What follows belongs to an exercise in optimizing a design on an open flow for small area and a short achievable clock period; a production flow would make more cautious choices.
Function was checked by simulation only, so behaviour that the tests miss may differ from the original.

==> flow/design.v, too long to show whole: its modules and the start of the top module <==
// module TRN_RMS: 417 lines
module TRN_RMS(
    input wire clk,
    input wire reset,
    input wire [19:0] data_in,
    output wire rms_tlast,
    output wire [39:0] result
);
  // ...
==> flow/flow/run.sh <==
#!/bin/bash
# Layout flow: the standard ORFS flow (standard.sh), with two changes:
#  - after the standard synthesis, the logic between the sample registers and
#    the squarer's carry-save registers (sq_s, sq_c) is replaced by the
#    hand-mapped tree in flow/tree.txt (flow/patch.py); registers are untouched;
#  - repair aims at a tighter setup margin, may resize across cell footprints,
#    and ports get buf_1 buffers.
set -euo pipefail
MARGIN=${MARGIN:-5.0}
R=$PWD/orfs/results/sky130hd/TRN_RMS/base
python3 - "$MARGIN" <<'PY'
import re, sys
s = open("standard.sh").read()
s2 = re.sub(r'SETUP_SLACK_MARGIN=\S+', 'SETUP_SLACK_MARGIN=' + sys.argv[1], s)
s2 = s2.replace('"${@:-finish}"', 'MATCH_CELL_FOOTPRINT=0 "${@:-finish}"')
assert s2.count('MATCH_CELL_FOOTPRINT=0') == 1 and 'SETUP_SLACK_MARGIN=' + sys.argv[1] in s2
open("my_standard.sh", "w").write(s2)
PY
export BUFFER_PORTS_ARGS="-buffer_cell sky130_fd_sc_hd__buf_1"
bash my_standard.sh "$R/1_2_yosys.v" > synth.log 2>&1
cp "$R/1_2_yosys.v" "$R/1_2_yosys_standard.v"
python3 flow/patch.py "$R/1_2_yosys_standard.v" flow/tree.txt "$R/1_2_yosys.v" > patch.log 2>&1
bash my_standard.sh > layout.log 2>&1
==> flow/flow/patch.py <==
#!/usr/bin/env python3
"""Replace the synthesized logic that feeds the registers named in a tree
file with the cells the tree file lists.  Registers are untouched.

usage: patch.py netlist.v tree.txt out.v
"""
import re, sys

src, treef, dst = sys.argv[1:4]
text = open(src).read()

cell_re = re.compile(r'^(\s*)(sky130_fd_sc_hd__\w+)\s+(\\\S+\s|\S+)\s*\((.*?)\);\n', re.S | re.M)
pin_re = re.compile(r'\.(\w+)\(\s*(\\\S+\s|[^()\s]+)\s*\)')
OUTPINS = {"X", "Y", "Q", "Q_N", "SUM", "COUT", "HI", "LO"}

cells = []
for m in cell_re.finditer(text):
    typ, inst, body = m.group(2), m.group(3).strip(), m.group(4)
    pins = {p: n.strip() for p, n in pin_re.findall(body)}
    cells.append({"typ": typ, "inst": inst, "pins": pins, "span": m.span()})

def is_ff(c):
    return "__df" in c["typ"]

drv, loads = {}, {}
for i, c in enumerate(cells):
    for p, n in c["pins"].items():
        if p in OUTPINS:
            assert n not in drv, "two drivers on " + n
            drv[n] = i
        else:
            loads.setdefault(n, []).append(i)

regs = {}
for i, c in enumerate(cells):
    if is_ff(c):
        name = re.sub(r'\$_.*$', '', c["inst"].lstrip("\\"))
        regs[name] = i

tree_cells, outs = [], []
for line in open(treef):
    f = line.split()
    if not f or f[0].startswith("#"):
        continue
    if f[0] == "CELL":
        tree_cells.append((f[1], f[2], dict(kv.split("=", 1) for kv in f[3:])))
    elif f[0] == "C":   # compact: C type pin=net ...
        tree_cells.append(("sky130_fd_sc_hd__" + f[1], "ti_%d" % len(tree_cells), dict(kv.split("=", 1) for kv in f[2:])))
    elif f[0] == "OUT":
        outs.append((f[1], f[2]))

def qnet(r):
    return cells[regs[r]]["pins"]["Q"]

rename = {}
roots = []
for r, net in outs:
    if r not in regs:
        sys.exit("patch: register %s not in netlist" % r)
    d = cells[regs[r]]["pins"]["D"]
    if net.startswith("reg:"):
        if d != qnet(net[4:]):
            sys.exit("patch: %s is not fed straight from %s" % (r, net[4:]))
        continue
    if net.startswith("port:"):
        if d != net[5:]:
            sys.exit("patch: %s is not fed straight from port %s" % (r, net[5:]))
        continue
    rename[net] = d
    roots.append(d)

# fan-in cone of the roots, up to registers and ports
cone = set()
stack = list(roots)
seen = set()
while stack:
    n = stack.pop()
    if n in seen:
        continue
    seen.add(n)
    i = drv.get(n)
    if i is None or is_ff(cells[i]):
        continue
    cone.add(i)
    for p, m in cells[i]["pins"].items():
        if p not in OUTPINS:
            stack.append(m)
# keep cone cells whose outputs are used outside the cone
rootset = set(roots)
changed = True
while changed:
    changed = False
    for i in list(cone):
        for p, n in cells[i]["pins"].items():
            if p in OUTPINS:
                users = loads.get(n, [])
                ext = [u for u in users if u not in cone and not (is_ff(cells[u]) and cells[u]["pins"].get("D") == n and n in rootset)]
                port = re.match(r'^(result|rms_tlast)\b', n) is not None
                if ext or port:
                    cone.discard(i)
                    changed = True
                    break
# anything still in the cone that feeds a kept cell must stay too
changed = True
while changed:
    changed = False
    for i in list(cone):
        for p, n in cells[i]["pins"].items():
            if p in OUTPINS and any(u not in cone and not is_ff(cells[u]) for u in loads.get(n, [])):
                cone.discard(i)
                changed = True

# nets the new cells use
def net_of(n):
    if n.startswith("reg:"):
        return qnet(n[4:])
    if n.startswith("port:"):
        return n[5:]
    return rename.get(n, "tn_" + n)

for i in cone:
    for p, n in cells[i]["pins"].items():
        if p in OUTPINS and n in rootset:
            pass
new_wires = set()
out = []
for typ, inst, pins in tree_cells:
    conn = []
    for p, n in pins.items():
        m = net_of(n)
        if m.startswith("tn_"):
            new_wires.add(m)
        conn.append("    .%s(%s)" % (p, m + " " if m.startswith("\\") else m))
    out.append("  %s %s (\n%s\n  );\n" % (typ, inst, ",\n".join(conn)))

# every root must now be driven by exactly one new cell
driven = {}
for typ, inst, pins in tree_cells:
    for p, n in pins.items():
        if p in OUTPINS:
            driven[net_of(n)] = driven.get(net_of(n), 0) + 1
for r in roots:
    if driven.get(r) != 1:
        sys.exit("patch: root %s driven %s times" % (r, driven.get(r)))
    i = drv.get(r)
    if i is not None and i not in cone:
        sys.exit("patch: root %s still driven by kept cell %s" % (r, cells[i]["inst"]))

pieces, last = [], 0
for i in sorted(cone, key=lambda i: cells[i]["span"][0]):
    a, b = cells[i]["span"]
    pieces.append(text[last:a])
    last = b
pieces.append(text[last:])
body = "".join(pieces)
decl = "".join("  wire %s;\n" % w for w in sorted(new_wires))
k = body.rindex("endmodule")
body = body[:k] + decl + "".join(out) + body[k:]
open(dst, "w").write(body)
sys.stderr.write("patch: removed %d cells, added %d cells\n" % (len(cone), len(tree_cells)))
==> flow/standard.sh <==
#!/bin/bash
# synth_recipe.tcl (not shown) runs the flow's synth.tcl, then flattens the netlist and writes it again
# the make line also repeats each setting of config.mk as NAME=value (left out here)
make -C /OpenROAD-flow-scripts/flow DESIGN_CONFIG=/design/flow/config.mk WORK_HOME=/design/flow/orfs CLKGATE_MAP_FILE= SYNTH_SCRIPT=/design/flow/synth_recipe.tcl "${@:-finish}"
==> flow/config.mk <==
export PLATFORM = sky130hd
export DESIGN_NAME = TRN_RMS
export DESIGN_NICKNAME = TRN_RMS
export VERILOG_FILES = /design/flow/design.v
export SDC_FILE = /design/flow/constraint.sdc
export NUM_CORES = 4
export LEC_CHECK = 0
export CAP_MARGIN = 20
export CORE_MARGIN = 2
export CORE_UTILIZATION = 70
export CTS_BUF_LIST = sky130_fd_sc_hd__clkbuf_8
export PLACE_DENSITY = 0.8
export SETUP_SLACK_MARGIN = 5
export SLEW_MARGIN = 20
export TNS_END_PERCENT = 100
==> flow/constraint.sdc <==
create_clock -name core_clock -period 8.0 [get_ports {clk}]
set_input_delay 1.6000 -clock core_clock [delete_from_list [all_inputs] [get_ports {clk}]]
set_output_delay 1.6000 -clock core_clock [all_outputs]
set_load 0.01 [all_outputs]
Not shown: flow/flow/tree.txt
==> out/qor.json, run 1 <==
{
  "final_layout": {
    "final_common_cell": "sky130_fd_sc_hd__nor2_1",
    "layout.nets": 1414,
    "largest_reg_flops": 45,
    "non_filler_instance_count_after_layout": 1402,
    "layout.core_utilization_pct": 76.7,
    "layout.sequential_cells": 154,
    "layout_common_cells": "334 x sky130_fd_sc_hd__nor2_1, 153 x sky130_fd_sc_hd__fa_1, 145 x sky130_fd_sc_hd__dfxtp_1"
  },
  "worst_setup_path": {
    "crit_type": "reg -> reg",
    "critPathBufInv": 1,
    "setup.worst_path.start": "u[8]$_DFF_P_",
    "path_cells": "inv_2 > nor2_1 > fa_1 > fa_1 > fa_1 > fa_1",
    "timing.reg2reg.setup_slack_ns": 5.14
  },
  "grt": {
    "grt-busiest-layer": "met2"
  },
  "routing": {
    "final_antenna_net_count": 0,
    "detail_route.wl_per_cell_um": 14.7,
    "wirelength_met1_mm": 9.42
  },
  "clock_tree": {
    "cts.htree.levels": 4,
    "postCtsSetupBuffers": 0
  },
  "run_status": {
    "run_status": "timing/DRC/antenna clean"
  },
  "hold_path": {
    "min_delay_src": "a19$_SDFF_PN0_"
  },
  "floorplan": {
    "std_cell_rows": 44
  },
  "placement": {
    "port-buffer-count": 60,
    "dpl_cell_area_um2": 10700
  },
  "timing": {
    "layout_worst_path_cycle_share_pct": 35.7,
    "slew-limit-headroom_pct": 35.3,
    "setup_ws_ns": 5.14
  }
}
==> run 2: changes to the inputs <==
--- a/flow/flow/patch.py
+++ b/flow/flow/patch.py
@@ -37,7 +37,7 @@
         name = re.sub(r'\$_.*$', '', c["inst"].lstrip("\\"))
         regs[name] = i
 
-tree_cells, outs = [], []
+tree_cells, outs, sizes = [], [], []
 for line in open(treef):
     f = line.split()
     if not f or f[0].startswith("#"):
@@ -48,6 +48,8 @@
         tree_cells.append(("sky130_fd_sc_hd__" + f[1], "ti_%d" % len(tree_cells), dict(kv.split("=", 1) for kv in f[2:])))
     elif f[0] == "OUT":
         outs.append((f[1], f[2]))
+    elif f[0] == "SIZE":    # SIZE register drive: e.g. SIZE u[3] 2
+        sizes.append((f[1], f[2]))
 
 def qnet(r):
     return cells[regs[r]]["pins"]["Q"]
@@ -156,5 +158,15 @@
 decl = "".join("  wire %s;\n" % w for w in sorted(new_wires))
 k = body.rindex("endmodule")
 body = body[:k] + decl + "".join(out) + body[k:]
+# register drive strengths (same cell type, other drive)
+for r, drive in sizes:
+    c = cells[regs[r]]
+    old_hdr = "%s %s" % (c["typ"], c["inst"])
+    new_typ = re.sub(r'_\d+$', '_' + drive, c["typ"])
+    inst_txt = c["inst"] + " " if c["inst"].startswith("\\") else c["inst"]
+    pat = re.escape(c["typ"]) + r'(\s+)' + re.escape(inst_txt)
+    body, n = re.subn(pat, lambda m: new_typ + m.group(1) + inst_txt, body, count=1)
+    if n != 1:
+        sys.exit("patch: could not resize " + r)
 open(dst, "w").write(body)
 sys.stderr.write("patch: removed %d cells, added %d cells\n" % (len(cone), len(tree_cells)))
--- a/flow/flow/tree.txt
+++ b/flow/flow/tree.txt
@@ -124,43 +124,43 @@
 C nand2_1 A=ud172 B=ud184 Y=q240
 C xor2_1 A=q239 B=q240 X=qs241
 C nor2_1 A=q239 B=q240 Y=qc242
-C inv_2 A=reg:u[0] Y=n248
-C inv_2 A=reg:u[1] Y=n250
+C inv_4 A=reg:u[0] Y=n248
+C inv_4 A=reg:u[1] Y=n250
 C nor2_1 A=n248 B=n250 Y=pp247
-C inv_2 A=reg:u[2] Y=n254
+C inv_4 A=reg:u[2] Y=n254
 C nor2_1 A=n248 B=n254 Y=pp253
-C inv_2 A=reg:u[3] Y=n258
+C inv_4 A=reg:u[3] Y=n258
 C nor2_1 A=n248 B=n258 Y=pp257
-C inv_2 A=reg:u[4] Y=n262
+C inv_4 A=reg:u[4] Y=n262
 C nor2_1 A=n248 B=n262 Y=pp261
-C inv_2 A=reg:u[5] Y=n266
+C inv_4 A=reg:u[5] Y=n266
 C nor2_1 A=n248 B=n266 Y=pp265
-C inv_2 A=reg:u[6] Y=n270
+C inv_4 A=reg:u[6] Y=n270
 C nor2_1 A=n248 B=n270 Y=pp269
-C inv_2 A=reg:u[7] Y=n274
+C inv_4 A=reg:u[7] Y=n274
 C nor2_1 A=n248 B=n274 Y=pp273
-C inv_2 A=reg:u[8] Y=n278
+C inv_4 A=reg:u[8] Y=n278
 C nor2_1 A=n248 B=n278 Y=pp277
-C inv_2 A=reg:u[9] Y=n282
+C inv_4 A=reg:u[9] Y=n282
 C nor2_1 A=n248 B=n282 Y=pp281
-C inv_2 A=reg:u[10] Y=n286
+C inv_4 A=reg:u[10] Y=n286
 C nor2_1 A=n248 B=n286 Y=pp285
 C inv_2 A=reg:u[0] Y=n290
-C inv_2 A=reg:u[11] Y=n292
+C inv_4 A=reg:u[11] Y=n292
 C nor2_1 A=n290 B=n292 Y=pp289
-C inv_2 A=reg:u[12] Y=n296
+C inv_4 A=reg:u[12] Y=n296
 C nor2_1 A=n290 B=n296 Y=pp295
-C inv_2 A=reg:u[13] Y=n300
+C inv_4 A=reg:u[13] Y=n300
 C nor2_1 A=n290 B=n300 Y=pp299
-C inv_2 A=reg:u[14] Y=n304
+C inv_4 A=reg:u[14] Y=n304
 C nor2_1 A=n290 B=n304 Y=pp303
-C inv_2 A=reg:u[15] Y=n308
+C inv_4 A=reg:u[15] Y=n308
 C nor2_1 A=n290 B=n308 Y=pp307
-C inv_2 A=reg:u[16] Y=n312
+C inv_4 A=reg:u[16] Y=n312
 C nor2_1 A=n290 B=n312 Y=pp311
-C inv_2 A=reg:u[17] Y=n316
+C inv_4 A=reg:u[17] Y=n316
 C nor2_1 A=n290 B=n316 Y=pp315
-C inv_2 A=reg:u[18] Y=n320
+C inv_4 A=reg:u[18] Y=n320
 C nor2_1 A=n290 B=n320 Y=pp319
 C nor2_1 A=n250 B=n254 Y=pp323
 C nor2_1 A=n250 B=n258 Y=pp325
@@ -675,7 +675,7 @@
 C inv_1 A=g1447 Y=i1527
 C nor2_1 A=tn1213 B=i1527 Y=g1529
 C inv_1 A=gn1215 Y=i1531
-C a21oi_1 A1=t1449 A2=g1447 B1=i1531 Y=g1533
+C a21oi_2 A1=t1449 A2=g1447 B1=i1531 Y=g1533
 C inv_1 A=g1451 Y=i1535
 C o21ai_1 A1=tn1234 A2=i1535 B1=gn1233 Y=g1537
 C inv_1 A=tn1234 Y=i1539
@@ -686,8 +686,8 @@
 C o21ai_1 A1=tn1258 A2=i1547 B1=gn1257 Y=g1549
 C inv_1 A=tn1258 Y=i1551
 C nand2_1 A=i1551 B=t1461 Y=t1553
-C a21oi_1 A1=t1465 A2=g1459 B1=g1463 Y=g1555
-C nand2_1 A=t1465 B=t1461 Y=t1557
+C a21oi_2 A1=t1465 A2=g1459 B1=g1463 Y=g1555
+C nand2_2 A=t1465 B=t1461 Y=t1557
 C inv_1 A=g1467 Y=i1559
 C o21ai_1 A1=tn1282 A2=i1559 B1=gn1281 Y=g1561
 C inv_1 A=tn1282 Y=i1563
@@ -698,8 +698,8 @@
 C o21ai_1 A1=tn1306 A2=i1571 B1=gn1305 Y=g1573
 C inv_1 A=tn1306 Y=i1575
 C nand2_1 A=i1575 B=t1477 Y=t1577
-C a21oi_1 A1=t1481 A2=g1475 B1=g1479 Y=g1579
-C nand2_1 A=t1481 B=t1477 Y=t1581
+C a21oi_2 A1=t1481 A2=g1475 B1=g1479 Y=g1579
+C nand2_2 A=t1481 B=t1477 Y=t1581
 C inv_1 A=g1483 Y=i1583
 C o21ai_1 A1=tn1330 A2=i1583 B1=gn1329 Y=g1585
 C inv_1 A=tn1330 Y=i1587
@@ -710,8 +710,8 @@
 C o21ai_1 A1=tn1354 A2=i1595 B1=gn1353 Y=g1597
 C inv_1 A=tn1354 Y=i1599
 C nand2_1 A=i1599 B=t1493 Y=t1601
-C a21oi_1 A1=t1497 A2=g1491 B1=g1495 Y=g1603
-C nand2_1 A=t1497 B=t1493 Y=t1605
+C a21oi_2 A1=t1497 A2=g1491 B1=g1495 Y=g1603
+C nand2_2 A=t1497 B=t1493 Y=t1605
 C inv_1 A=g1499 Y=i1607
 C o21ai_1 A1=tn1378 A2=i1607 B1=gn1377 Y=g1609
 C inv_1 A=tn1378 Y=i1611
@@ -722,8 +722,8 @@
 C o21ai_1 A1=tn1402 A2=i1619 B1=gn1401 Y=g1621
 C inv_1 A=tn1402 Y=i1623
 C nand2_1 A=i1623 B=t1509 Y=t1625
-C a21oi_1 A1=t1513 A2=g1507 B1=g1511 Y=g1627
-C nand2_1 A=t1513 B=t1509 Y=t1629
+C a21oi_2 A1=t1513 A2=g1507 B1=g1511 Y=g1627
+C nand2_2 A=t1513 B=t1509 Y=t1629
 C inv_1 A=g1515 Y=i1631
 C o21ai_1 A1=tn1426 A2=i1631 B1=gn1425 Y=g1633
 C inv_1 A=tn1426 Y=i1635
@@ -738,7 +738,7 @@
 C o21ai_1 A1=i1651 A2=g1533 B1=i1535 Y=g1653
 C inv_1 A=g1537 Y=i1655
 C o21ai_1 A1=t1541 A2=g1533 B1=i1655 Y=g1657
-C o21ai_1 A1=t1545 A2=g1533 B1=g1543 Y=g1659
+C o21ai_2 A1=t1545 A2=g1533 B1=g1543 Y=g1659
 C o21ai_1 A1=tn1270 A2=g1555 B1=gn1269 Y=g1661
 C nor2_1 A=tn1270 B=t1557 Y=t1663
 C inv_1 A=t1469 Y=i1665
@@ -757,8 +757,8 @@
 C inv_1 A=g1585 Y=i1691
 C o21ai_1 A1=t1589 A2=g1579 B1=i1691 Y=g1693
 C nor2_1 A=t1589 B=t1581 Y=t1695
-C o21ai_1 A1=t1593 A2=g1579 B1=g1591 Y=g1697
-C nor2_1 A=t1593 B=t1581 Y=t1699
+C o21ai_2 A1=t1593 A2=g1579 B1=g1591 Y=g1697
+C nor2_4 A=t1593 B=t1581 Y=t1699
 C o21ai_1 A1=tn1366 A2=g1603 B1=gn1365 Y=g1701
 C nor2_1 A=tn1366 B=t1605 Y=t1703
 C inv_1 A=t1501 Y=i1705
@@ -777,8 +777,8 @@
 C inv_1 A=g1633 Y=i1731
 C o21ai_1 A1=t1637 A2=g1627 B1=i1731 Y=g1733
 C nor2_1 A=t1637 B=t1629 Y=t1735
-C o21ai_1 A1=t1641 A2=g1627 B1=g1639 Y=g1737
-C nor2_1 A=t1641 B=t1629 Y=t1739
+C o21ai_2 A1=t1641 A2=g1627 B1=g1639 Y=g1737
+C nor2_2 A=t1641 B=t1629 Y=t1739
 C nor2_1 A=tn1445 B=t1647 Y=t1741
 C inv_1 A=g1659 Y=i1743
 C o21ai_1 A1=tn1246 A2=i1743 B1=gn1245 Y=g1745
@@ -789,7 +789,7 @@
 C a21oi_1 A1=t1663 A2=g1659 B1=g1661 Y=g1755
 C a21oi_1 A1=t1669 A2=g1659 B1=g1667 Y=g1757
 C a21oi_1 A1=t1675 A2=g1659 B1=g1673 Y=g1759
-C a21oi_1 A1=t1679 A2=g1659 B1=g1677 Y=g1761
+C a21oi_4 A1=t1679 A2=g1659 B1=g1677 Y=g1761
 C inv_1 A=g1697 Y=i1763
 C o21ai_1 A1=tn1342 A2=i1763 B1=gn1341 Y=g1765
 C inv_1 A=tn1342 Y=i1767
@@ -829,7 +829,7 @@
 C inv_1 A=g1573 Y=i1835
 C o21ai_1 A1=t1577 A2=g1761 B1=i1835 Y=g1837
 C o21ai_1 A1=t1581 A2=g1761 B1=g1579 Y=g1839
-C inv_1 A=g1761 Y=i1841
+C inv_2 A=g1761 Y=i1841
 C a21oi_1 A1=t1683 A2=i1841 B1=g1681 Y=g1843
 C a21oi_1 A1=t1689 A2=i1841 B1=g1687 Y=g1845
 C a21oi_1 A1=t1695 A2=i1841 B1=g1693 Y=g1847
@@ -843,8 +843,8 @@
 C o21ai_1 A1=t1789 A2=g1761 B1=g1787 Y=g1863
 C o21ai_1 A1=t1793 A2=g1761 B1=g1791 Y=g1865
 C o21ai_1 A1=t1797 A2=g1761 B1=g1795 Y=g1867
-C o21ai_1 A1=t1801 A2=g1761 B1=g1799 Y=g1869
-C inv_1 A=g1869 Y=i1871
+C o21ai_2 A1=t1801 A2=g1761 B1=g1799 Y=g1869
+C inv_2 A=g1869 Y=i1871
 C o21ai_1 A1=tn1390 A2=i1871 B1=gn1389 Y=g1873
 C a21oi_1 A1=t1509 A2=g1869 B1=g1507 Y=g1875
 C inv_1 A=t1625 Y=i1877
@@ -1098,3 +1098,22 @@
 OUT pre_c[2] qc234
 OUT pre_s[3] qs241
 OUT pre_c[3] qc242
+SIZE u[0] 2
+SIZE u[1] 2
+SIZE u[2] 2
+SIZE u[3] 2
+SIZE u[4] 2
+SIZE u[5] 2
+SIZE u[6] 2
+SIZE u[7] 2
+SIZE u[8] 2
+SIZE u[9] 2
+SIZE u[10] 2
+SIZE u[11] 2
+SIZE u[12] 2
+SIZE u[13] 2
+SIZE u[14] 2
+SIZE u[15] 2
+SIZE u[16] 2
+SIZE u[17] 2
+SIZE u[18] 2
==> run 2 against run 1 <==
Non-clock buffer count decreased by 2. Die area grew 1.3%. Register-to-register slack improved by 0.02 ns.
==> out/qor.json, run 2 <==
{
  "floorplan": {
    "dieArea_um2": 16300,
    "width_of_the_die_um": 128,
    "die_height_um": 128,
    "placeableCoreArea_um2": 15000,
    "starting_utilization_of_the_core_area_pct": 71.0,
    "std_cell_rows": {"value": 45, "change": "+2.3%"},
    "io-pin-count": 63
  },
  "run_status": {
    "run_status": "timing/DRC/antenna clean"
  },
  "grt": {
    "first_global_vias": 7545,
    "globalRouteOverflowTotal": 0,
    "grt_first_pass_wirelength_mm": 35.2,
    "groute.usage.overall_pct": 27.8,
    "antenna_found_initial": 0,
    "grt_max_degree": 46
  },
  "final_layout": {
    "layout_common_cells": "333 x sky130_fd_sc_hd__nor2_1, 153 x sky130_fd_sc_hd__fa_1, 126 x sky130_fd_sc_hd__dfxtp_1",
    "largest_reg_flops": {"value": 45, "change": "unchanged"},
    "post-route-cell-area_um2": 11300,
    "layout.nets": {"value": 1412, "change": "-0.14%"},
    "largest_registers": "acc: 45 flops, sq_s: 38 flops, sq_c: 34 flops",
    "drive_gt1_share_pct": 9.05,
    "layout.core_utilization": {"value": 75.3, "unit": "%", "change": "-1.4 points"},
    "num_antenna_cells": 0,
    "registers.top_by_ff_count": "acc",
    "syn_to_final_growth_pct": 5.99,
    "final_common_cell": "sky130_fd_sc_hd__nor2_1"
  },
  "routing": {
    "initialDrtViolationCount": 476,
    "totalWireLength_mm": 21.1,
    "final_antenna_net_count": {"value": 0, "change": "unchanged"},
    "route.vias.total": 7635,
    "first_pass_detailed_route_iteration_total": 5,
    "route.detailed.vias_per_inst": 5.44,
    "drc": 0,
    "detail_route.wl_per_cell": {"value": 15.0, "unit": "um", "change": "+2.1%"}
  },
  "timing": {
    "slew-limit-headroom": {"value": 33.8, "unit": "%", "change": "-1.5 points"},
    "slew_viol_final": 0,
    "worst-slew-pin-transition_ns": 0.993,
    "skew_ns": 0.0115,
    "layout_worst_path_cycle_share": {"value": 35.4, "unit": "%", "change": "-0.28 points"},
    "hold_violations": 0,
    "max_clock_freq_mhz": 353,
    "timing.final.setup_violations": 0,
    "timing.hold.ws_ns": 0.350,
    "timing.setup.tns_ns": 0,
    "grt_setup_unrepaired": "true",
    "timing.final.crit_period_ns": 2.83
  },
  "placement": {
    "dpl_cell_area": {"value": 10800, "unit": "um2", "change": "+1.2%"},
    "dp_hpwl_mm": 15.7,
    "global_placement_routability_congestion": 0.842,
    "port-buffer-count": {"value": 60, "change": "unchanged"}
  },
  "clock_tree": {
    "clk_latency_ns": 0.46,
    "cts.root.buffer_cell": "sky130_fd_sc_hd__clkbuf_8",
    "hold_buffers": 0,
    "cts_sinks": 154,
    "clk_pin_slew_ns": 0.08,
    "cts.htree.levels": {"value": 4, "change": "unchanged"},
    "clk_path_buf_depth": 2,
    "cts_made_buffers": 17,
    "tritoncts": "yes"
  },
  "logic_synthesis": {
    "yosys_warnings": 1,
    "synth_cells": 1161,
    "synth_area_um2": 10700,
    "synthesis.area_per_instance_um2": 9.20
  },
  "hold_path": {
    "min_delay_src": "a19$_SDFF_PN0_",
    "min_delay_worst_endpoint": "sq_s[37]$_DFF_P_",
    "worst_hold_path_type": "reg -> reg",
    "timing.hold.worst_path_depth": 0
  },
  "run": {
    "maxCapViolations": 0
  },
  "worst_setup_path": {
    "critPathRequiredTime_ns": 8.32,
    "crit_type": "reg -> reg",
    "maximum_cell_stage_delay_along_the_critical_path_ns": 0.60,
    "top_cell_family_by_delay_on_the_critical_path": "compound AO/OA/AOI/OAI gates",
    "path_common_cell": "sky130_fd_sc_hd__nor2_1",
    "timing.reg2reg.setup_slack": {"value": 5.17, "unit": "ns", "change": "+0.02 ns"},
    "worst_ep_arrival_time_ns": 3.16,
    "critPathSlowestCell": "sky130_fd_sc_hd__fa_1",
    "path_cells": "fa_1 > nor2_1 > nor2_1 > nand2_1 > o21ai_4 > a21oi_4 > buf_12 > o21ai_4 > inv_2 > o21ai_1 > xnor2_1 > nor2_1",
    "worst_setup_path_end_kind": "flip-flop",
    "critPathBufInv": {"value": 2, "change": "+1"},
    "worst-path-max-fanout": 8,
    "crit-reg2reg-capture": "acc[41]$_SDFF_PP0_",
    "worst_r2r_startpoint": "acc[5]$_SDFF_PP0_",
    "r2r.worst_path.cells": 12,
    "worst_setup_path_start_kind": "flip-flop"
  }
}
-- run 2: cell types whose count changed in the layout (fill, tap and decap cells not counted), sizes merged --
| cell | delta |
|---|---|
| clkbuf | +3 |
| buf | -2 |
| inv | -4 |
| clkinvlp | +2 |
| bufinv | -1 |
-- run 2: worst max-delay path by stage --
stage                     depth (start not counted)         startpoint            endpoint
after floorplan                                   7         data_in[1]    pre_s[0]$_DFF_P_
after global placement                            6        data_in[19]    pre_s[0]$_DFF_P_
after detailed placement                          6        data_in[19]    pre_s[0]$_DFF_P_
after global routing                             12  acc[5]$_SDFF_PP0_  acc[44]$_SDFF_PP0_
final                                            12  acc[5]$_SDFF_PP0_  acc[41]$_SDFF_PP0_
after CTS                                        11  acc[5]$_SDFF_PP0_  acc[41]$_SDFF_PP0_
-- run 2: through the flow --
stage	cells	worst slack (ns)
floorplan	1162	5.35
global placement	1370	5.02
detailed placement	1370	4.94
CTS	1402	5.02
global route	1404	4.99
finish	1404	5.17
-- run 2: area by class of cell --
cell class	instances	area, um2
inverters	101	427
multi-input cells	867	6820
repair buffers	62	253
flip-flops and latches	154	3150
clock inverters	11	143
well taps	188	235
clock buffers	21	289
fillers	1066	3720
-- run 2: timing repair --
item	4_1_cts	5_1_grt
resized for setup	1	1
pin swaps	0	1
buffers inserted	0	2
endpoints found under the setup margin	6	18
-- run 2: layer usage --
layer,global-route usage (%),wire (um)
met3,5.86,1490
met1,39.0,9430
met2,43.7,9680
met4,9.57,499
met5,0,0
==> run 3: changes to the inputs <==
--- a/flow/flow/run.sh
+++ b/flow/flow/run.sh
@@ -6,7 +6,7 @@
 #  - repair aims at a tighter setup margin, may resize across cell footprints,
 #    and ports get buf_1 buffers.
 set -euo pipefail
-MARGIN=${MARGIN:-5.0}
+MARGIN=${MARGIN:-5.15}
 R=$PWD/orfs/results/sky130hd/TRN_RMS/base
 python3 - "$MARGIN" <<'PY'
 import re, sys
==> run 3 against run 2 <==
Still clean. Worst hold slack is essentially flat. Die area is the same. Global-route usage grew 0.33 points. Non-clock buffer count grew 9. Clock skew grew 0.00070 ns. Largest cell class unchanged. Highest routed layer unchanged.
==> out/qor.json, run 3 <==
{
  "grt": {
    "globalRouteOverflowTotal": {"value": 0, "change": "unchanged"},
    "grt_max_degree": {"value": 46, "change": "unchanged"},
    "antenna_found_initial": {"value": 0, "change": "unchanged"},
    "grt_first_pass_wirelength": {"value": 35.5, "unit": "mm", "change": "+1.1%"},
    "first_global_vias": {"value": 7524, "change": "-0.28%"},
    "groute.usage.overall": {"value": 28.2, "unit": "%", "change": "+0.33 points"}
  },
  "floorplan": {
    "dieArea": {"value": 16300, "unit": "um2", "change": "unchanged"},
    "width_of_the_die": {"value": 128, "unit": "um", "change": "unchanged"},
    "die_height": {"value": 128, "unit": "um", "change": "unchanged"},
    "std_cell_rows": {"value": 45, "change": "unchanged"},
    "io-pin-count": {"value": 63, "change": "unchanged"},
    "placeableCoreArea": {"value": 15000, "unit": "um2", "change": "unchanged"},
    "starting_utilization_of_the_core_area": {"value": 71.0, "unit": "%", "change": "unchanged"}
  },
  "final_layout": {
    "fill_count": {"value": 1050, "change": "-1.5%"},
    "drive_gt1_share": {"value": 10.5, "unit": "%", "change": "+1.5 points"},
    "largest_reg_flops": {"value": 45, "change": "unchanged"},
    "largest_registers": "acc: 45 flops, sq_s: 38 flops, sq_c: 34 flops",
    "layout_common_cells": "327 x sky130_fd_sc_hd__nor2_1, 152 x sky130_fd_sc_hd__fa_1, 126 x sky130_fd_sc_hd__dfxtp_1",
    "num_antenna_cells": {"value": 0, "change": "unchanged"},
    "layout.core_utilization": {"value": 76.0, "unit": "%", "change": "+0.68 points"},
    "registers.top_by_ff_count": "acc",
    "layout.nets": {"value": 1421, "change": "+0.64%"},
    "final_common_cell": "sky130_fd_sc_hd__nor2_1",
    "syn_to_final_growth_pct": 6.95
  },
  "logic_synthesis": {
    "synthesis.area_per_instance": {"value": 9.20, "unit": "um2", "change": "unchanged"},
    "synth_cells": {"value": 1161, "change": "unchanged"},
    "yosys_warnings": {"value": 1, "change": "unchanged"},
    "synth_area": {"value": 10700, "unit": "um2", "change": "unchanged"}
  },
  "worst_setup_path": {
    "top_cell_family_by_delay_on_the_critical_path": "adder cells",
    "worst_setup_path_start_kind": "flip-flop",
    "critPathRequiredTime": {"value": 8.33, "unit": "ns", "change": "about the same"},
    "worst_setup_path_end_kind": "flip-flop",
    "maximum_cell_stage_delay_along_the_critical_path": {"value": 0.51, "unit": "ns", "change": "-0.09 ns"},
    "critPathBufInv": {"value": 1, "change": "-1"},
    "worst_ep_arrival_time": {"value": 3.11, "unit": "ns", "change": "-0.05 ns"},
    "worst-path-max-fanout": {"value": 8, "change": "unchanged"},
    "path_common_cell": "sky130_fd_sc_hd__fa_1",
    "crit_type": "reg -> reg",
    "critPathSlowestCell": "sky130_fd_sc_hd__fa_1",
    "path_cells": "inv_2 > nor2_1 > fa_1 > fa_1 > fa_1 > fa_1"
  },
  "routing": {
    "route.detailed.vias_per_inst": {"value": 5.41, "change": "-0.44%"},
    "detail_route.wl_per_cell": {"value": 15.1, "unit": "um", "change": "+0.39%"},
    "totalWireLength": {"value": 21.3, "unit": "mm", "change": "+1.0%"},
    "route.vias.total": {"value": 7650, "change": "+0.20%"},
    "final_antenna_net_count": {"value": 0, "change": "unchanged"},
    "drc": {"value": 0, "change": "unchanged"},
    "first_pass_detailed_route_iteration_total": {"value": 5, "change": "unchanged"},
    "initialDrtViolationCount": {"value": 487, "change": "+2.3%"}
  },
  "run_status": {
    "run_status": "timing/DRC/antenna clean"
  },
  "timing": {
    "setup_ws": {"value": 5.22, "unit": "ns", "change": "+0.0498 ns"},
    "slew-limit-headroom": {"value": 34.0, "unit": "%", "change": "+0.22 points"},
    "skew": {"value": 0.0122, "unit": "ns", "change": "+0.000699 ns"},
    "max_clock_freq": {"value": 359, "unit": "MHz", "change": "+1.8%"},
    "hold_violations": {"value": 0, "change": "unchanged"},
    "timing.final.setup_violations": {"value": 0, "change": "unchanged"},
    "timing.final.crit_period": {"value": 2.78, "unit": "ns", "change": "-0.0498 ns"},
    "timing.setup.tns": {"value": 0, "unit": "ns", "change": "unchanged"},
    "layout_worst_path_cycle_share": {"value": 34.8, "unit": "%", "change": "-0.62 points"},
    "slew_viol_final": {"value": 0, "change": "unchanged"},
    "grt_setup_unrepaired": "false",
    "worst-slew-pin-transition": {"value": 0.990, "unit": "ns", "change": "-0.00325 ns"}
  },
  "hold_path": {
    "worst_hold_path_type": "reg -> reg"
  },
  "clock_tree": {
    "cts.htree.levels": {"value": 4, "change": "unchanged"},
    "cts_sinks": {"value": 154, "change": "unchanged"},
    "cts.root.buffer_cell": "sky130_fd_sc_hd__clkbuf_8",
    "tritoncts": "yes",
    "clk_latency": {"value": 0.47, "unit": "ns", "change": "about the same"},
    "cts_made_buffers": {"value": 17, "change": "unchanged"},
    "clk_pin_slew": {"value": 0.08, "unit": "ns", "change": "about the same"},
    "hold_buffers": {"value": 0, "change": "unchanged"},
    "clk_path_buf_depth": {"value": 2, "change": "unchanged"}
  },
  "run": {
    "maxCapViolations": {"value": 0, "change": "unchanged"}
  },
  "placement": {
    "global_placement_routability_congestion": {"value": 0.842, "change": "unchanged"},
    "pre_cts_setup_slack": {"value": 4.94, "unit": "ns", "change": "unchanged"},
    "dp_hpwl": {"value": 15.7, "unit": "mm", "change": "unchanged"},
    "port-buffer-count": {"value": 60, "change": "unchanged"}
  }
}
run 3: repair_timing:
item | 4_1_cts | 5_1_grt
setup buffers | 3 | 8
setup endpoints to repair | 12 | 12
gates resized for setup | 2 | 11
endpoints found under the hold margin | 0 | 0
pin swaps | 1 | 5
run 3: layout make-up:
class                           instances  area (um2)  share of cell area [%]
Clock inverter                         11         143                    1.25
Multi-Input combinational cell        867        6850                    60.0
Tap cell                              188         235                    2.06
Sequential cell                       154        3150                    27.6
Timing Repair Buffer                   71         320                    2.81
Clock buffer                           21         289                    2.53
Inverter                              101         427                    3.74
run 3: per-stage QoR:
step	hold slack, ns	cells	instance area, um2
finish	0.350	1413	11400
global route	0.356	1413	11400
CTS	0.347	1405	11300
detailed placement	0.319	1370	10800
global placement	0.318	1370	10800
floorplan	0.310	1162	10700
run 3: worst paths after layout:
kind	startpoint	endpoint	slack (ns)	cells after the start
max in group asynchronous	reset	tlast$_DFF_PP0_	6.71	2
worst max-delay path	u[5]$_DFF_P_	sq_c[19]$_DFF_P_	5.22	6
worst min-delay path	a19$_SDFF_PN0_	sq_s[37]$_DFF_P_	0.35	0
min in group asynchronous	reset	started$_DFFE_PP0N_	1.04	2
worst max register to register	u[5]$_DFF_P_	sq_c[19]$_DFF_P_	5.22	6
worst min register to register	a19$_SDFF_PN0_	sq_s[37]$_DFF_P_	0.35	0
run 3: routing by layer:
metal | up-vias | global-route usage (%) | share of wire (%)
li1 | 3628 | - | -
met1 | 3680 | 39.5 | 45
met2 | 298 | 44.6 | 47
met3 | 44 | 5.65 | 6.8
met4 | 0 | 9.44 | 1.9
met5 | - | 0 | 0
==> run 4: changes to the inputs <==
--- a/flow/flow/run.sh
+++ b/flow/flow/run.sh
@@ -6,7 +6,7 @@
 #  - repair aims at a tighter setup margin, may resize across cell footprints,
 #    and ports get buf_1 buffers.
 set -euo pipefail
-MARGIN=${MARGIN:-5.15}
+MARGIN=${MARGIN:-5.25}
 R=$PWD/orfs/results/sky130hd/TRN_RMS/base
 python3 - "$MARGIN" <<'PY'
 import re, sys
==> run 4 against run 3 <==
Clock skew fell by 0.00085 ns. Utilization rose by 0.49 points. Cell count barely moved. Fmax rose by 2.7%. Wire length rose by 1.4%. Via count rose by 0.31%. Non-clock buffer count rose by 1. Sequential share of layout area fell by 0.11 points. First-iteration DRC count rose by 3.5%. Critical path depth did not move. Largest cell class unchanged. Highest routed layer unchanged.
==> out/qor.json, run 4 <==
{
  "clock_tree": {
    "clk_pin_slew": {"value": 0.08, "unit": "ns", "change": "about the same"},
    "cts.root.buffer_cell": "sky130_fd_sc_hd__clkbuf_8",
    "cts_sinks": {"value": 154, "change": "unchanged"},
    "tritoncts": "yes",
    "clk_latency": {"value": 0.47, "unit": "ns", "change": "about the same"},
    "hold_buffers": {"value": 0, "change": "unchanged"},
    "cts_made_buffers": {"value": 17, "change": "unchanged"},
    "cts.htree.levels": {"value": 4, "change": "unchanged"},
    "clk_path_buf_depth": {"value": 2, "change": "unchanged"}
  },
  "run_status": {
    "run_status": "timing/DRC/antenna clean"
  },
  "placement": {
    "dp_hpwl": {"value": 15.7, "unit": "mm", "change": "unchanged"},
    "dpl_cell_area": {"value": 10800, "unit": "um2", "change": "unchanged"},
    "global_placement_routability_congestion": {"value": 0.842, "change": "unchanged"},
    "port-buffer-count": {"value": 60, "change": "unchanged"}
  },
  "floorplan": {
    "io-pin-count": {"value": 63, "change": "unchanged"},
    "dieArea": {"value": 16300, "unit": "um2", "change": "unchanged"},
    "std_cell_rows": {"value": 45, "change": "unchanged"},
    "placeableCoreArea": {"value": 15000, "unit": "um2", "change": "unchanged"},
    "width_of_the_die": {"value": 128, "unit": "um", "change": "unchanged"},
    "die_height": {"value": 128, "unit": "um", "change": "unchanged"},
    "starting_utilization_of_the_core_area": {"value": 71.0, "unit": "%", "change": "unchanged"}
  },
  "routing": {
    "first_pass_detailed_route_iteration_total": {"value": 5, "change": "unchanged"},
    "route.vias.total": {"value": 7674, "change": "+0.31%"},
    "drc": {"value": 0, "change": "unchanged"},
    "final_antenna_net_count": {"value": 0, "change": "unchanged"},
    "totalWireLength": {"value": 21.6, "unit": "mm", "change": "+1.4%"},
    "initialDrtViolationCount": {"value": 504, "change": "+3.5%"},
    "detail_route.wl_per_cell": {"value": 15.3, "unit": "um", "change": "+1.4%"},
    "route.detailed.vias_per_inst": {"value": 5.43, "change": "+0.24%"}
  },
  "final_layout": {
    "largest_registers": "acc: 45 flops, sq_s: 38 flops, sq_c: 34 flops",
    "registers.top_by_ff_count": "acc",
    "largest_reg_flops": {"value": 45, "change": "unchanged"},
    "post-route-cell-area": {"value": 11500, "unit": "um2", "change": "+0.65%"},
    "layout_common_cells": "318 x sky130_fd_sc_hd__nor2_1, 152 x sky130_fd_sc_hd__fa_1, 126 x sky130_fd_sc_hd__dfxtp_1",
    "num_antenna_cells": {"value": 0, "change": "unchanged"},
    "drive_gt1_share": {"value": 11.7, "unit": "%", "change": "+1.1 points"},
    "final_common_cell": "sky130_fd_sc_hd__nor2_1",
    "layout.nets": {"value": 1422, "change": "+0.070%"},
    "layout.core_utilization": {"value": 76.4, "unit": "%", "change": "+0.49 points"},
    "syn_to_final_growth_pct": 7.64
  },
  "worst_setup_path": {
    "worst-path-max-fanout": {"value": 8, "change": "unchanged"},
    "path_cells": "inv_2 > nor2_2 > fa_1 > fa_1 > fa_1 > fa_1",
    "crit-reg2reg-capture": "sq_c[19]$_DFF_P_",
    "timing.reg2reg.setup_slack": {"value": 5.29, "unit": "ns", "change": "+0.07 ns"},
    "worst_r2r_startpoint": "u[5]$_DFF_P_",
    "worst_ep_arrival_time": {"value": 3.04, "unit": "ns", "change": "-0.07 ns"},
    "worst_setup_path_end_kind": "flip-flop",
    "r2r.worst_path.cells": {"value": 6, "change": "unchanged"},
    "critPathRequiredTime": {"value": 8.33, "unit": "ns", "change": "about the same"},
    "crit_type": "reg -> reg",
    "maximum_cell_stage_delay_along_the_critical_path": {"value": 0.53, "unit": "ns", "change": "+0.02 ns"},
    "worst_setup_path_start_kind": "flip-flop",
    "critPathSlowestCell": "sky130_fd_sc_hd__fa_1",
    "path_common_cell": "sky130_fd_sc_hd__fa_1"
  },
  "logic_synthesis": {
    "yosys_warnings": {"value": 1, "change": "unchanged"},
    "synth_cells": {"value": 1161, "change": "unchanged"},
    "synth_area": {"value": 10700, "unit": "um2", "change": "unchanged"},
    "synthesis.area_per_instance": {"value": 9.20, "unit": "um2", "change": "unchanged"}
  },
  "timing": {
    "slew-limit-headroom": {"value": 34.1, "unit": "%", "change": "+0.12 points"},
    "grt_setup_unrepaired": "true",
    "slew_viol_final": {"value": 0, "change": "unchanged"},
    "skew": {"value": 0.0114, "unit": "ns", "change": "-0.000846 ns"},
    "timing.setup.tns": {"value": 0, "unit": "ns", "change": "unchanged"},
    "max_clock_freq": {"value": 369, "unit": "MHz", "change": "+2.7%"},
    "worst-slew-pin-transition": {"value": 0.988, "unit": "ns", "change": "-0.00173 ns"},
    "hold_violations": {"value": 0, "change": "unchanged"},
    "layout_worst_path_cycle_share": {"value": 33.9, "unit": "%", "change": "-0.91 points"},
    "timing.final.crit_period": {"value": 2.71, "unit": "ns", "change": "-0.0732 ns"},
    "timing.final.setup_violations": {"value": 0, "change": "unchanged"}
  },
  "hold_path": {
    "min_delay_src": "a19$_SDFF_PN0_",
    "timing.hold.worst_path_depth": {"value": 0, "change": "unchanged"},
    "worst_hold_path_type": "reg -> reg",
    "min_delay_worst_endpoint": "sq_s[37]$_DFF_P_"
  },
  "grt": {
    "grt_first_pass_wirelength": {"value": 35.6, "unit": "mm", "change": "about the same"},
    "grt_max_degree": {"value": 46, "change": "unchanged"},
    "antenna_found_initial": {"value": 0, "change": "unchanged"},
    "groute.usage.overall": {"value": 28.2, "unit": "%", "change": "+0.037 points"},
    "first_global_vias": {"value": 7549, "change": "+0.33%"},
    "globalRouteOverflowTotal": {"value": 0, "change": "unchanged"}
  },
  "run": {
    "maxCapViolations": {"value": 0, "change": "unchanged"}
  }
}
-- run 4: cell types whose count changed in the layout (fill, tap and decap cells not counted), moves of 2 or more --
cell,delta
sky130_fd_sc_hd__nor2_2,+9
sky130_fd_sc_hd__o21ai_2,+2
sky130_fd_sc_hd__inv_4,+3
sky130_fd_sc_hd__a21oi_4,+2
sky130_fd_sc_hd__nor2_1,-9
sky130_fd_sc_hd__dfxtp_4,+3
sky130_fd_sc_hd__dfxtp_2,-3
sky130_fd_sc_hd__o21ai_1,-2
sky130_fd_sc_hd__inv_2,-3
-- run 4: through the flow --
step | setup WS [ns] | std cells | hold WS (ns)
6_report | 5.29 | 1414 | 0.350
5_1_grt | 5.18 | 1414 | 0.356
4_1_cts | 5.26 | 1406 | 0.347
3_5_place_dp | 4.94 | 1370 | 0.319
3_3_place_gp | 5.02 | 1370 | 0.318
2_1_floorplan | 5.35 | 1162 | 0.310
-- run 4: final cells by class --
| type | instances | area (um2) |
|---|---|---|
| multi-input cells | 867 | 6900 |
| inverters | 101 | 434 |
| well taps | 188 | 235 |
| repair buffers | 72 | 328 |
| flip-flops and latches | 154 | 3160 |
| clock inverters | 11 | 143 |
| clock buffers | 21 | 289 |
| fillers | 1042 | 3540 |
-- run 4: repair_timing --
action                                  CTS  global route
endpoints found under the setup margin   19            18
gates resized for setup                   3            31
pin swaps                                 3             8
setup buffers                             4             8
-- run 4: worst max-delay path, delay by kind of cell (launching register included) --
kind	cells	cell delay [ns]
adders and majority gates	4	1.94
DFF	1	0.36
buffers and inverters	1	0.18
and+or+nand+nor	1	0.09
-- run 4: per-layer routing --
metal  routed length [um]  vias up  global-route usage [%]
met5                    0        -                       0
met4                  369        0                    9.31
met3                 1480       39                    6.16
met2                10200      289                    44.4
met1                 9590     3715                    39.5
li1                     -     3631                       -
-- run 4: worst max path at each step --
stage,slack (ns),depth (start not counted),to,startpoint
after floorplan,5.35,7,pre_s[0]$_DFF_P_,data_in[1]
after global placement,5.02,6,pre_s[0]$_DFF_P_,data_in[19]
after detailed placement,4.94,6,pre_s[0]$_DFF_P_,data_in[19]
after CTS,5.26,12,acc[41]$_SDFF_PP0_,acc[9]$_SDFF_PP0_
after global routing,5.18,11,acc[44]$_SDFF_PP0_,sq_c[15]$_DFF_P_
final,5.29,6,sq_c[19]$_DFF_P_,u[5]$_DFF_P_
==> run 5: changes to the inputs <==
--- a/flow/flow/run.sh
+++ b/flow/flow/run.sh
@@ -6,7 +6,7 @@
 #  - repair aims at a tighter setup margin, may resize across cell footprints,
 #    and ports get buf_1 buffers.
 set -euo pipefail
-MARGIN=${MARGIN:-5.25}
+MARGIN=${MARGIN:-5.35}
 R=$PWD/orfs/results/sky130hd/TRN_RMS/base
 python3 - "$MARGIN" <<'PY'
 import re, sys
==> run 5 against run 4 <==
Worst setup slack improved by 0.096 ns. Non-clock buffer count rose by 17. Worst hold slack improved by 0.00061 ns. Largest cell class unchanged. Global-route usage rose by 0.20 points. Clock skew rose by 0.0010 ns. Synthesized cell count did not move. Critical endpoint is now result[28]. Design area rose by 3.9%. Register-to-register slack improved by 0.10 ns.
==> out/qor.json, run 5 <==
{
  "clock_tree": {
    "cts.htree.levels": {"value": 4, "change": "unchanged"},
    "cts_made_buffers": {"value": 17, "change": "unchanged"},
    "hold_buffers": {"value": 0, "change": "unchanged"},
    "clk_pin_slew": {"value": 0.07, "unit": "ns", "change": "about the same"},
    "tritoncts": "yes",
    "cts_sinks": {"value": 154, "change": "unchanged"},
    "clk_path_buf_depth": {"value": 2, "change": "unchanged"},
    "clk_latency": {"value": 0.46, "unit": "ns", "change": "about the same"},
    "cts.root.buffer_cell": "sky130_fd_sc_hd__clkbuf_8"
  },
  "timing": {
    "max_clock_freq": {"value": 382, "unit": "MHz", "change": "+3.7%"},
    "slew_viol_final": {"value": 0, "change": "unchanged"},
    "slew-limit-headroom": {"value": 35.7, "unit": "%", "change": "+1.5 points"},
    "hold_violations": {"value": 0, "change": "unchanged"},
    "timing.final.setup_violations": {"value": 0, "change": "unchanged"},
    "worst-slew-pin-transition": {"value": 0.965, "unit": "ns", "change": "-0.0229 ns"},
    "timing.hold.ws": {"value": 0.351, "unit": "ns", "change": "+0.000610 ns"},
    "layout_worst_path_cycle_share": {"value": 32.7, "unit": "%", "change": "-1.2 points"},
    "timing.final.crit_period": {"value": 2.62, "unit": "ns", "change": "-0.0961 ns"},
    "grt_setup_unrepaired": "true",
    "setup_ws": {"value": 5.38, "unit": "ns", "change": "+0.0961 ns"},
    "timing.setup.tns": {"value": 0, "unit": "ns", "change": "unchanged"},
    "skew": {"value": 0.0124, "unit": "ns", "change": "+0.000997 ns"}
  },
  "grt": {
    "antenna_found_initial": {"value": 0, "change": "unchanged"},
    "grt_max_degree": {"value": 46, "change": "unchanged"},
    "grt_first_pass_wirelength": {"value": 35.8, "unit": "mm", "change": "+0.62%"},
    "globalRouteOverflowTotal": {"value": 0, "change": "unchanged"},
    "groute.usage.overall": {"value": 28.4, "unit": "%", "change": "+0.20 points"},
    "first_global_vias": {"value": 7599, "change": "+0.66%"},
    "grtUsageMet2": {"value": 44.9, "unit": "%", "change": "+0.53 points"},
    "global_route.usage.met3": {"value": 6.32, "unit": "%", "change": "+0.17 points"},
    "grt-busiest-layer": "met2",
    "globalRouteMet1Util": {"value": 39.2, "unit": "%", "change": "-0.24 points"}
  },
  "routing": {
    "drc": {"value": 0, "change": "unchanged"},
    "route.vias.total": {"value": 7788, "change": "+1.5%"},
    "first_pass_detailed_route_iteration_total": {"value": 5, "change": "unchanged"},
    "route.detailed.vias_per_inst": {"value": 5.44, "change": "+0.28%"},
    "detail_route.wl_per_cell": {"value": 15.7, "unit": "um", "change": "+2.5%"},
    "final_antenna_net_count": {"value": 0, "change": "unchanged"},
    "initialDrtViolationCount": {"value": 511, "change": "+1.4%"},
    "totalWireLength": {"value": 22.4, "unit": "mm", "change": "+3.8%"}
  },
  "floorplan": {
    "die_height": {"value": 128, "unit": "um", "change": "unchanged"},
    "starting_utilization_of_the_core_area": {"value": 71.0, "unit": "%", "change": "unchanged"},
    "placeableCoreArea": {"value": 15000, "unit": "um2", "change": "unchanged"},
    "dieArea": {"value": 16300, "unit": "um2", "change": "unchanged"},
    "std_cell_rows": {"value": 45, "change": "unchanged"},
    "width_of_the_die": {"value": 128, "unit": "um", "change": "unchanged"},
    "io-pin-count": {"value": 63, "change": "unchanged"}
  },
  "logic_synthesis": {
    "synth_cells": {"value": 1161, "change": "unchanged"},
    "synthesis.area_per_instance": {"value": 9.20, "unit": "um2", "change": "unchanged"},
    "yosys_warnings": {"value": 1, "change": "unchanged"},
    "synth_area": {"value": 10700, "unit": "um2", "change": "unchanged"}
  },
  "final_layout": {
    "layout.core_utilization": {"value": 79.4, "unit": "%", "change": "+3.0 points"},
    "layout_common_cells": "280 x sky130_fd_sc_hd__nor2_1, 138 x sky130_fd_sc_hd__fa_1, 114 x sky130_fd_sc_hd__nand2_1",
    "fill_count": {"value": 946, "change": "-9.2%"},
    "syn_to_final_growth_pct": 11.8,
    "largest_registers": "acc: 45 flops, sq_s: 38 flops, sq_c: 34 flops",
    "registers.top_by_ff_count": "acc",
    "seqCellArea": {"value": 3210, "unit": "um2", "change": "+1.5%"},
    "drive_gt1_share": {"value": 20.8, "unit": "%", "change": "+9.1 points"},
    "final_common_cell": "sky130_fd_sc_hd__nor2_1",
    "largest_reg_flops": {"value": 45, "change": "unchanged"},
    "multi_input_area": {"value": 7120, "unit": "um2", "change": "+3.1%"},
    "num_antenna_cells": {"value": 0, "change": "unchanged"},
    "layout.nets": {"value": 1439, "change": "+1.2%"}
  },
  "worst_setup_path": {
    "critPathRequiredTime": {"value": 6.40, "unit": "ns", "change": "-1.93 ns"},
    "worst-path-max-fanout": {"value": 2, "change": "-6"},
    "top_cell_family_by_delay_on_the_critical_path": "flip-flops",
    "worst_setup_path_start_kind": "flip-flop",
    "worst_setup_path_end_kind": "output port",
    "maximum_cell_stage_delay_along_the_critical_path": {"value": 0.39, "unit": "ns", "change": "-0.14 ns"},
    "path_cells": "clkbuf_2",
    "worst_ep_arrival_time": {"value": 1.02, "unit": "ns", "change": "-2.02 ns"},
    "critPathBufInv": {"value": 1, "change": "unchanged"},
    "crit_type": "reg -> out",
    "critPathSlowestCell": "sky130_fd_sc_hd__dfxtp_1"
  },
  "placement": {
    "port-buffer-count": {"value": 60, "change": "unchanged"},
    "pre_cts_setup_slack": {"value": 4.94, "unit": "ns", "change": "unchanged"},
    "global_placement_routability_congestion": {"value": 0.842, "change": "unchanged"},
    "dp_hpwl": {"value": 15.7, "unit": "mm", "change": "unchanged"}
  },
  "run_status": {
    "run_status": "timing/DRC/antenna clean"
  },
  "hold_path": {
    "worst_hold_path_type": "reg -> reg"
  },
  "run": {
    "maxCapViolations": {"value": 0, "change": "unchanged"}
  }
}
## run 5: per-stage QoR
step	cells	cell area [um2]
global placement	1370	10800
detailed placement	1370	10800
CTS	1410	11400
floorplan	1162	10700
global route	1431	11900
finish	1431	11900
## run 5: area by class of cell
type,instances,share of cell area (%)
repair buffers,89,4.06
clock inverters,11,1.19
well taps,188,1.97
clock buffers,21,2.42
flip-flops and latches,154,26.9
multi-input cells,867,59.6
inverters,101,3.87
## run 5: per-layer routing
metal / part of all wire, % / up-vias / wire, um
met3: 7.1 / 48 / 1580
met1: 43 / 3778 / 9680
met4: 2.0 / 0 / 459
met2: 48 / 298 / 10700
met5: 0 / - / 0
li1: - / 3664 / -
## run 5: worst register-to-register path: cells and delay by family, from the launching register on
kind | cells | cell delay [ns]
simple gates | 1 | 0.09
flops | 1 | 0.37
buf+inv | 1 | 0.12
fa+ha+maj | 4 | 1.91
## run 5: worst paths after layout
kind	slack, ns	depth (start not counted)	from	to
hold reg to reg	0.35	0	a19$_SDFF_PN0_	sq_s[37]$_DFF_P_
hold / removal	0.35	0	a19$_SDFF_PN0_	sq_s[37]$_DFF_P_
max in group asynchronous	6.71	2	reset	tlast$_DFF_PP0_
min in group asynchronous	1.04	2	reset	started$_DFFE_PP0N_
setup reg to reg	5.39	6	u[0]$_DFF_P_	sq_c[19]$_DFF_P_
setup / recovery	5.38	1	acc[35]$_SDFF_PP0_	result[28]
## run 5: repair_timing
action	in CTS	in global routing
setup endpoints to repair	32	62
setup buffers	8	21
pin swaps	4	28
gates resized for setup	25	138
==> run 6: changes to the inputs <==
--- a/flow/flow/run.sh
+++ b/flow/flow/run.sh
@@ -6,7 +6,7 @@
 #  - repair aims at a tighter setup margin, may resize across cell footprints,
 #    and ports get buf_1 buffers.
 set -euo pipefail
-MARGIN=${MARGIN:-5.35}
+MARGIN=${MARGIN:-5.45}
 R=$PWD/orfs/results/sky130hd/TRN_RMS/base
 python3 - "$MARGIN" <<'PY'
 import re, sys
==> run 6 against run 5 <==
Still clean. Fmax increased by 0.49%. Worst setup slack gained 0.013 ns. Worst hold slack gained 0.0081 ns. First-iteration DRC count is 3.9% higher. Global-route usage up 1.5 points. Non-clock buffer count is 27 higher. Clock-buffer cell count decreased by 1. Area after synthesis unchanged. Clock skew decreased by 0.00098 ns. Cell count rose by 2.0%. Utilization up 5.2 points. Critical path type is now reg -> reg. Largest cell class unchanged.
==> out/qor.json, run 6 <==
{
  "logic_synthesis": {
    "yosys_warnings": {"value": 1, "change": "unchanged"},
    "synth_area": {"value": 10700, "unit": "um2", "change": "unchanged"},
    "synthesis.area_per_instance": {"value": 9.20, "unit": "um2", "change": "unchanged"},
    "synth_cells": {"value": 1161, "change": "unchanged"}
  },
  "grt": {
    "grt-busiest-layer": "met2",
    "globalRouteMet1Util": {"value": 39.7, "unit": "%", "change": "+0.51 points"},
    "grt_max_degree": {"value": 46, "change": "unchanged"},
    "first_global_vias": {"value": 7928, "change": "+4.3%"},
    "groute.usage.overall": {"value": 29.9, "unit": "%", "change": "+1.5 points"},
    "grtUsageMet2": {"value": 48.8, "unit": "%", "change": "+3.9 points"},
    "antenna_found_initial": {"value": 0, "change": "unchanged"},
    "grt_first_pass_wirelength": {"value": 37.8, "unit": "mm", "change": "+5.7%"},
    "global_route.usage.met3": {"value": 7.50, "unit": "%", "change": "+1.2 points"}
  },
  "timing": {
    "timing.final.setup_violations": {"value": 0, "change": "unchanged"},
    "slew-limit-headroom": {"value": 37.5, "unit": "%", "change": "+1.9 points"},
    "layout_worst_path_cycle_share": {"value": 32.5, "unit": "%", "change": "-0.16 points"},
    "timing.setup.tns": {"value": 0, "unit": "ns", "change": "unchanged"},
    "max_clock_freq": {"value": 384, "unit": "MHz", "change": "+0.49%"},
    "skew": {"value": 0.0114, "unit": "ns", "change": "-0.000977 ns"},
    "timing.final.crit_period": {"value": 2.60, "unit": "ns", "change": "-0.0129 ns"},
    "grt_setup_unrepaired": "true",
    "hold_violations": {"value": 0, "change": "unchanged"},
    "slew_viol_final": {"value": 0, "change": "unchanged"}
  },
  "floorplan": {
    "starting_utilization_of_the_core_area": {"value": 71.0, "unit": "%", "change": "unchanged"},
    "placeableCoreArea": {"value": 15000, "unit": "um2", "change": "unchanged"},
    "die_height": {"value": 128, "unit": "um", "change": "unchanged"},
    "std_cell_rows": {"value": 45, "change": "unchanged"},
    "dieArea": {"value": 16300, "unit": "um2", "change": "unchanged"},
    "io-pin-count": {"value": 63, "change": "unchanged"}
  },
  "worst_setup_path": {
    "worst-path-max-fanout": {"value": 8, "change": "+6"},
    "critPathRequiredTime": {"value": 8.30, "unit": "ns", "change": "+1.90 ns"},
    "worst_ep_arrival_time": {"value": 2.90, "unit": "ns", "change": "+1.88 ns"},
    "critPathBufInv": {"value": 2, "change": "+1"},
    "crit_type": "reg -> reg",
    "maximum_cell_stage_delay_along_the_critical_path": {"value": 0.52, "unit": "ns", "change": "+0.13 ns"},
    "critPathSlowestCell": "sky130_fd_sc_hd__fa_1",
    "worst_setup_path_start_kind": "flip-flop",
    "worst_setup_path_end_kind": "flip-flop"
  },
  "clock_tree": {
    "clk_latency": {"value": 0.45, "unit": "ns", "change": "about the same"},
    "cts_sinks": {"value": 154, "change": "unchanged"},
    "clk_pin_slew": {"value": 0.08, "unit": "ns", "change": "about the same"},
    "cts_made_buffers": {"value": 17, "change": "unchanged"},
    "cts.root.buffer_cell": "sky130_fd_sc_hd__clkbuf_8",
    "clk_path_buf_depth": {"value": 2, "change": "unchanged"},
    "cts.htree.levels": {"value": 4, "change": "unchanged"}
  },
  "placement": {
    "numPlacedInstances": {"value": 1370, "change": "unchanged"},
    "port-buffer-count": {"value": 60, "change": "unchanged"}
  },
  "final_layout": {
    "registers.top_by_ff_count": "acc",
    "drive_gt1_share": {"value": 31.4, "unit": "%", "change": "+11 points"},
    "seqCellArea": {"value": 3260, "unit": "um2", "change": "+1.6%"},
    "largest_registers": "acc: 45 flops, sq_s: 38 flops, sq_c: 34 flops",
    "multi_input_area": {"value": 7410, "unit": "um2", "change": "+4.1%"},
    "layout_common_cells": "244 x sky130_fd_sc_hd__nor2_1, 117 x sky130_fd_sc_hd__fa_1, 113 x sky130_fd_sc_hd__nand2_1",
    "num_antenna_cells": {"value": 0, "change": "unchanged"},
    "syn_to_final_growth_pct": 19.1,
    "final_common_cell": "sky130_fd_sc_hd__nor2_1",
    "fill_count": {"value": 781, "change": "-17%"}
  },
  "routing": {
    "final_antenna_net_count": {"value": 0, "change": "unchanged"},
    "detail_route.wl_per_cell": {"value": 16.9, "unit": "um", "change": "+8.0%"},
    "initialDrtViolationCount": {"value": 531, "change": "+3.9%"},
    "totalWireLength": {"value": 24.7, "unit": "mm", "change": "+10%"},
    "drc": {"value": 0, "change": "unchanged"}
  },
  "run": {
    "maxCapViolations": {"value": 0, "change": "unchanged"}
  },
  "run_status": {
    "run_status": "timing/DRC/antenna clean"
  },
  "hold_path": {
    "worst_hold_path_type": "reg -> reg"
  }
}
==> run 6: changes by cell type in the layout (fill, tap and decap cells not counted), moves of 14 or more <==
cell / previous run / this run
sky130_fd_sc_hd__buf_6: 1 / 28
sky130_fd_sc_hd__nor2_2: 47 / 69
sky130_fd_sc_hd__nor2_4: 8 / 22
sky130_fd_sc_hd__buf_4: 27 / 52
sky130_fd_sc_hd__buf_1: 40 / 19
sky130_fd_sc_hd__dfxtp_2: 24 / 38
sky130_fd_sc_hd__fa_1: 138 / 117
sky130_fd_sc_hd__nor2_1: 280 / 244
sky130_fd_sc_hd__dfxtp_1: 108 / 85
sky130_fd_sc_hd__fa_2: 15 / 36
==> run 6: path summary, 6_finish.rpt <==
kind | from | to | slack, ns | cells past startpoint
max | acc[12]$_SDFF_PP0_ | acc[34]$_SDFF_PP0_ | 5.40 | 12
min reg2reg | a19$_SDFF_PN0_ | sq_s[37]$_DFF_P_ | 0.36 | 0
max in group asynchronous | reset | tlast$_DFF_PP0_ | 6.68 | 2
max reg2reg | acc[12]$_SDFF_PP0_ | acc[34]$_SDFF_PP0_ | 5.40 | 12
min | a19$_SDFF_PN0_ | sq_s[37]$_DFF_P_ | 0.36 | 0
min in group asynchronous | reset | started$_DFFE_PP0N_ | 1.07 | 2
==> run 6: area by class of cell <==
cell class,instances,share of cell area [%]
multi-input combinational,867,58.3
inverter,101,3.98
clock buffer,20,2.16
sequential,154,25.6
clock inverter,12,1.04
timing repair inverter,1,0.0492
timing repair buffer,116,7.01
tap,188,1.85
==> run 6: repair_timing <==
action,4_1_cts,5_1_grt
hold endpoints to repair,0,0
cloned,1,0
endpoints found under the setup margin,77,80
buffers inserted,29,27
hold buffers,0,0
resized for setup,199,170
pin swaps,33,52
==> run 6: metrics by stage <==
step | hold WS, ns | worst slack, ns | util (%) | area, um2
global route | 0.353 | 5.31 | 84.6 | 12700
detailed placement | 0.332 | 4.98 | 72.4 | 10900
CTS | 0.362 | 5.41 | 79.8 | 12000
floorplan | 0.310 | 5.44 | - | 10700
global placement | 0.311 | 5.03 | 72.4 | 10900
finish | 0.359 | 5.40 | 84.6 | 12700
==> run 6: routing by layer <==
layer	up-vias	wire length [um]
met5	-	0
met4	0	595
met3	62	1930
met2	391	12300
met1	4004	9870
li1	3719	-

==> port drivers added, routing unchanged <==
In the flow no input, the clock included, has a driving cell. The finished layouts below were timed again as built, in two steps.
Step 1 assumes that a clkbuf_16 drives the clock port and a buf_2 every other input.
Step 2 also shifts input and output timing later by t, the mid clock arrival at the registers, as if the neighbouring blocks saw the same clock.
a / b / c = no drivers / after step 1 / after step 2; a / b = the first two.
run	shift t [ns]	setup slack, ns	worst hold slack (ns)	worst slew at a driven data input, ns
run 1	0.497	5.143 / 5.143 / 4.871	0.339 / 0.339 / 0.339	0.03
run 2	0.496	5.166 / 5.166 / 4.914	0.350 / 0.350 / 0.350	0.03
run 3	0.498	5.216 / 5.216 / 4.907	0.350 / 0.350 / 0.350	0.03
run 4	0.499	5.289 / 5.285 / 4.934	0.350 / 0.350 / 0.350	0.03
run 5	0.500	5.385 / 5.343 / 5.060	0.351 / 0.351 / 0.351	0.03
run 6	0.481	5.398 / 5.398 / 5.000	0.359 / 0.359 / 0.359	0.03
After both steps setup and hold are still met in every run listed. The setup slack of run 6, which loses most, moves by 0.000 ns with the drivers and by -0.398 ns with both steps.
